Background: an optimization exercise with open tools, aiming at small area and few clock cycles. Do not read the settings as production practice.
The RTL was checked by simulation tests, not by an equivalence proof against the original design.
Power and IR drop assume default switching activity. No driver is modelled on the clock port, so clocking that relies on it looks cheaper here than on a real chip.

==> module ahb_to_apb_bridge, before the edit <==
module ahb_to_apb_bridge (
        input             HCLK,
        input             HRESETn,
        input      [31:0] HADDR,
        input      [2:0]  HSIZE,
        input      [31:0] HWDATA,
        input             HWRITE,
        output     [31:0] HRDATA,
        output            HREADY,
        output            HRESP,
        input             HSELAPB,
        output     [31:0] PADDR,
        output            PSEL,
        output reg        PENABLE,
        output            PWRITE,
        output     [7:0]  PWDATA,
        input      [7:0]  PRDATA,
        input             PREADY,
        input             PSLVERR
);
assign HRESP = PSLVERR;
reg  [31:0] s_addr;
reg  [1:0]  s_size;
reg         s_wr;
reg         dp;                  
wire acc = HSELAPB & HREADY;     
always @(posedge HCLK)
        if (acc) begin
                s_addr <= HADDR;
                s_size <= HSIZE[1:0];
                s_wr   <= HWRITE;
        end
reg  [31:0] f_addr [0:7];
reg  [7:0]  f_d0 [0:7];          
reg  [7:0]  f_d1 [0:7];
reg  [7:0]  f_d2 [0:7];
reg  [7:0]  f_d3 [0:7];
reg         f_word [0:7];        
reg  [2:0]  wptr;                
reg  [7:0]  rsel;                
reg  f_empty;                    
wire [7:0] wsel = 8'd1 << wptr;
wire f_full  = ~f_empty & |(rsel & wsel);
reg  [31:0] h_addr;
reg  [31:0] h_data;
reg         h_word;
integer j;
always @(*) begin
        h_addr = 32'd0;
        h_data = 32'd0;
        h_word = 1'b0;
        for (j = 0; j < 8; j = j + 1) begin
                h_addr = h_addr | ({32{rsel[j]}} & f_addr[j]);
                h_data = h_data | ({32{rsel[j]}} & {f_d3[j], f_d2[j], f_d1[j], f_d0[j]});
                h_word = h_word | (rsel[j] & f_word[j]);
        end
end
reg  [1:0]  beat;
reg         psel_r;
wire        rd_now   = HSELAPB & ~HWRITE & ~psel_r & ~dp & f_empty & HRESETn;
assign PSEL = psel_r | rd_now;
wire [31:0] src_addr = ({32{~f_empty}} & h_addr) | ({32{f_empty & dp}} & s_addr) |
                       ({32{f_empty & ~dp}} & HADDR);
wire [1:0]  h_size   = {h_word, ~h_word & h_data[31]};
wire [1:0]  src_size = f_empty ? s_size : h_size;
wire        last     = (beat == {src_size[1], src_size[1] | src_size[0]});
wire        beat_end = PENABLE & PREADY;
wire        xfer_end = beat_end & last;
wire        pop      = xfer_end & ~f_empty;
wire        rd_done  = xfer_end & f_empty;
assign HREADY = ~dp | (s_wr ? (~f_full | pop) : rd_done);
wire push = dp & s_wr & HREADY;
wire rd_st = beat_end & f_empty;
always @(posedge HCLK) begin
        if (push) begin
                f_addr[wptr] <= s_addr;
                f_word[wptr] <= s_size[1];
                f_d3[wptr]   <= {s_size[1] ? HWDATA[31] : s_size[0], HWDATA[30:24]};
        end
        if (push | rd_st & (beat == 2'd0)) f_d0[wptr] <= push ? HWDATA[7:0]   : PRDATA;
        if (push | rd_st & (beat == 2'd1)) f_d1[wptr] <= push ? HWDATA[15:8]  : PRDATA;
        if (push | rd_st & (beat == 2'd2)) f_d2[wptr] <= push ? HWDATA[23:16] : PRDATA;
end
assign PADDR  = src_addr + {30'd0, beat};
assign PWRITE = ~f_empty | (dp ? s_wr : HWRITE);
assign PWDATA = ({8{f_empty}} & HWDATA[7:0]) |
                ({8{~f_empty & (beat == 2'd0)}} & h_data[7:0]) |
                ({8{~f_empty & (beat == 2'd1)}} & h_data[15:8]) |
                ({8{~f_empty & (beat == 2'd2)}} & h_data[23:16]) |
                ({8{~f_empty & (beat == 2'd3)}} & h_data[31:24]);
wire dp_next = acc | (dp & ~HREADY);
wire one    = |(rsel & {wsel[0], wsel[7:1]});   
wire more    = dp_next | push | ~f_empty & ~(pop & one);    
always @(posedge HCLK or negedge HRESETn)
        if (!HRESETn) begin
                dp      <= 1'b0;
                f_empty <= 1'b1;
                wptr    <= 3'd0;
                rsel    <= 8'd1;
                psel_r  <= 1'b0;
                PENABLE <= 1'b0;
                beat    <= 2'd0;
        end else begin
                dp <= dp_next;
                f_empty <= f_empty ? ~push : (pop & one & ~push);
                if (push) wptr <= wptr + 3'd1;
                if (pop)  rsel <= {rsel[6:0], rsel[7]};
                if (!psel_r) begin
                        psel_r  <= more;
                        PENABLE <= rd_now;
                        beat    <= 2'd0;
                end else if (!PENABLE) begin
                        PENABLE <= 1'b1;
                end else if (PREADY) begin
                        PENABLE <= 1'b0;
                        if (last) begin
                                psel_r <= more;
                                beat <= 2'd0;
                        end else
                                beat <= beat + 2'd1;
                end
        end
assign HRDATA = {PRDATA, h_data[23:16],
                 (beat == 2'd1) ? PRDATA : h_data[15:8],
                 (beat == 2'd0) ? PRDATA : h_data[7:0]};
endmodule
==> flow/config.mk <==
export PLATFORM = sky130hd
export DESIGN_NAME = ahb_to_apb_bridge
export DESIGN_NICKNAME = ahb_to_apb_bridge
export VERILOG_FILES = /design/flow/design.v
export SDC_FILE = /design/flow/constraint.sdc
export NUM_CORES = 4
export LEC_CHECK = 0
export CAP_MARGIN = 20
export CORE_MARGIN = 2
export CORE_UTILIZATION = 40
export CTS_CLUSTER_DIAMETER = 120
export CTS_CLUSTER_SIZE = 30
export SLEW_MARGIN = 20
==> flow/constraint.sdc <==
create_clock -name core_clock -period 6.0 [get_ports {HCLK}]
set_input_delay 1.2000 -clock core_clock [delete_from_list [all_inputs] [get_ports {HCLK}]]
set_output_delay 1.2000 -clock core_clock [all_outputs]
set_load 0.01 [all_outputs]
standard.sh (not shown) runs the stock make flow with config.mk's settings and CLKGATE_MAP_FILE= SYNTH_SCRIPT=/design/flow/synth_recipe.tcl, a recipe that flattens the netlist after the stock synthesis.
==> flow/flow/run.sh <==
#!/bin/bash
# The standard layout (standard.sh) with two changes:
#  - synthesis maps the logic with flow/abc_area.script (area-oriented ABC
#    mapping without ABC's own buffering and gate sizing; OpenROAD repairs
#    timing and slew later in the flow as usual);
#  - the port buffers are plain buf_1 cells;
#  - clock tree synthesis inserts no dummy loads.
set -e
mkdir -p scripts
for f in "$FLOW_HOME"/scripts/*; do ln -sf "$f" scripts/; done
rm -f scripts/abc_area.script
cp flow/abc_area.script scripts/abc_area.script
export SCRIPTS_DIR="$PWD/scripts"
export ABC_AREA=1
export CTS_ARGS="-sink_clustering_enable -repair_clock_nets -sink_clustering_size 30 -sink_clustering_max_diameter 120 -dont_use_dummy_load"
export BUFFER_PORTS_ARGS="-buffer_cell sky130_fd_sc_hd__buf_1"
bash standard.sh > standard.log 2>&1
==> flow/flow/abc_area.script <==
strash
&get -n
&st
&dc2
&syn2
&dch
&nf -R 1000
&put
topo
Testbench counts at the start, summed over its fixed seeds: cycles 32,537.
Next try:
--- a/flow/design.v
+++ b/flow/design.v
@@ -34,15 +34,13 @@
 reg  [7:0]  f_d0 [0:7];          
 reg  [7:0]  f_d1 [0:7];
 reg  [7:0]  f_d2 [0:7];
 reg  [7:0]  f_d3 [0:7];
 reg         f_word [0:7];        
-reg  [2:0]  wptr;                
-reg  [7:0]  rsel;                
+reg  [7:0]  rsel;
 reg  f_empty;                    
-wire [7:0] wsel = 8'd1 << wptr;
-wire f_full  = ~f_empty & |(rsel & wsel);
+wire f_full  = rsel[7];
 reg  [31:0] h_addr;
 reg  [31:0] h_data;
 reg         h_word;
 integer j;
 always @(*) begin
@@ -69,44 +67,61 @@
 wire        pop      = xfer_end & ~f_empty;
 wire        rd_done  = xfer_end & f_empty;
 assign HREADY = ~dp | (s_wr ? (~f_full | pop) : rd_done);
 wire push = dp & s_wr & HREADY;
 wire rd_st = beat_end & f_empty;
+wire st0 = push | rd_st & (beat == 2'd0);
+wire st1 = push | rd_st & (beat == 2'd1);
+wire st2 = push | rd_st & (beat == 2'd2);
+integer m;
 always @(posedge HCLK) begin
         if (push) begin
-                f_addr[wptr] <= s_addr;
-                f_word[wptr] <= s_size[1];
-                f_d3[wptr]   <= {s_size[1] ? HWDATA[31] : s_size[0], HWDATA[30:24]};
+                f_addr[0] <= s_addr;
+                f_word[0] <= s_size[1];
+                f_d3[0]   <= {s_size[1] ? HWDATA[31] : s_size[0], HWDATA[30:24]};
+                for (m = 1; m < 8; m = m + 1) begin
+                        f_addr[m] <= f_addr[m-1];
+                        f_word[m] <= f_word[m-1];
+                        f_d3[m]   <= f_d3[m-1];
+                end
         end
-        if (push | rd_st & (beat == 2'd0)) f_d0[wptr] <= push ? HWDATA[7:0]   : PRDATA;
-        if (push | rd_st & (beat == 2'd1)) f_d1[wptr] <= push ? HWDATA[15:8]  : PRDATA;
-        if (push | rd_st & (beat == 2'd2)) f_d2[wptr] <= push ? HWDATA[23:16] : PRDATA;
+        if (st0) begin
+                f_d0[0] <= push ? HWDATA[7:0] : PRDATA;
+                for (m = 1; m < 8; m = m + 1) f_d0[m] <= f_d0[m-1];
+        end
+        if (st1) begin
+                f_d1[0] <= push ? HWDATA[15:8] : PRDATA;
+                for (m = 1; m < 8; m = m + 1) f_d1[m] <= f_d1[m-1];
+        end
+        if (st2) begin
+                f_d2[0] <= push ? HWDATA[23:16] : PRDATA;
+                for (m = 1; m < 8; m = m + 1) f_d2[m] <= f_d2[m-1];
+        end
 end
 assign PADDR  = src_addr + {30'd0, beat};
 assign PWRITE = ~f_empty | (dp ? s_wr : HWRITE);
 assign PWDATA = ({8{f_empty}} & HWDATA[7:0]) |
                 ({8{~f_empty & (beat == 2'd0)}} & h_data[7:0]) |
                 ({8{~f_empty & (beat == 2'd1)}} & h_data[15:8]) |
                 ({8{~f_empty & (beat == 2'd2)}} & h_data[23:16]) |
                 ({8{~f_empty & (beat == 2'd3)}} & h_data[31:24]);
 wire dp_next = acc | (dp & ~HREADY);
-wire one    = |(rsel & {wsel[0], wsel[7:1]});   
+wire one    = rsel[0];                         
 wire more    = dp_next | push | ~f_empty & ~(pop & one);    
 always @(posedge HCLK or negedge HRESETn)
         if (!HRESETn) begin
                 dp      <= 1'b0;
                 f_empty <= 1'b1;
-                wptr    <= 3'd0;
                 rsel    <= 8'd1;
                 psel_r  <= 1'b0;
                 PENABLE <= 1'b0;
                 beat    <= 2'd0;
         end else begin
                 dp <= dp_next;
                 f_empty <= f_empty ? ~push : (pop & one & ~push);
-                if (push) wptr <= wptr + 3'd1;
-                if (pop)  rsel <= {rsel[6:0], rsel[7]};
+                if (push & ~pop & ~f_empty) rsel <= {rsel[6:0], 1'b0};
+                if (pop & ~push & ~one)     rsel <= {1'b0, rsel[7:1]};
                 if (!psel_r) begin
                         psel_r  <= more;
                         PENABLE <= rd_now;
                         beat    <= 2'd0;
                 end else if (!PENABLE) begin
What happened:
- The new run passed the timing, design-rule and antenna checks
- synthesized cell count drops by a few percent
- non-clock buffer count decreases by 9
- clock-buffer cell count falls by 1
- final area is lower slightly
- final cell count fell by a few percent
- routed wire length is lower by roughly a tenth
- utilization barely changes
- synthesized area shrinks slightly
- hold slack degrades by 0.13 ns
- sequential power rose by well over a third
- via count decreases by a few percent
- first-iteration DRC count fell by about a fifth
Testbench counts after the change, summed over its fixed seeds: cycles 32,537.

## afterwards: timing with drivers on the ports
In the flow no input, the clock included, has a driving cell. The finished layouts below were timed again as built, in two steps.
Step 1 sets driving cells, clkbuf_16 on the clock port and buf_2 on the other inputs (assumed; they add their load-dependent delay and slew).
Step 2 also shifts input and output timing later by t, the mid clock arrival at the registers, as if the neighbouring blocks saw the same clock.
a / b / c = no drivers / after step 1 / after step 2; a / b = the first two.
| run | t, ns | setup WS [ns] | worst setup path after step 2 | clock arrival spread, ns |
|---|---|---|---|---|
| the first run | 0.615 | 0.255 / 0.198 / 0.392 | input to output | 0.046 / 0.045 |
| the second run | 0.619 | 0.251 / 0.194 / 0.483 | input to output | 0.032 / 0.031 |
After both steps every run listed still meets setup and hold.
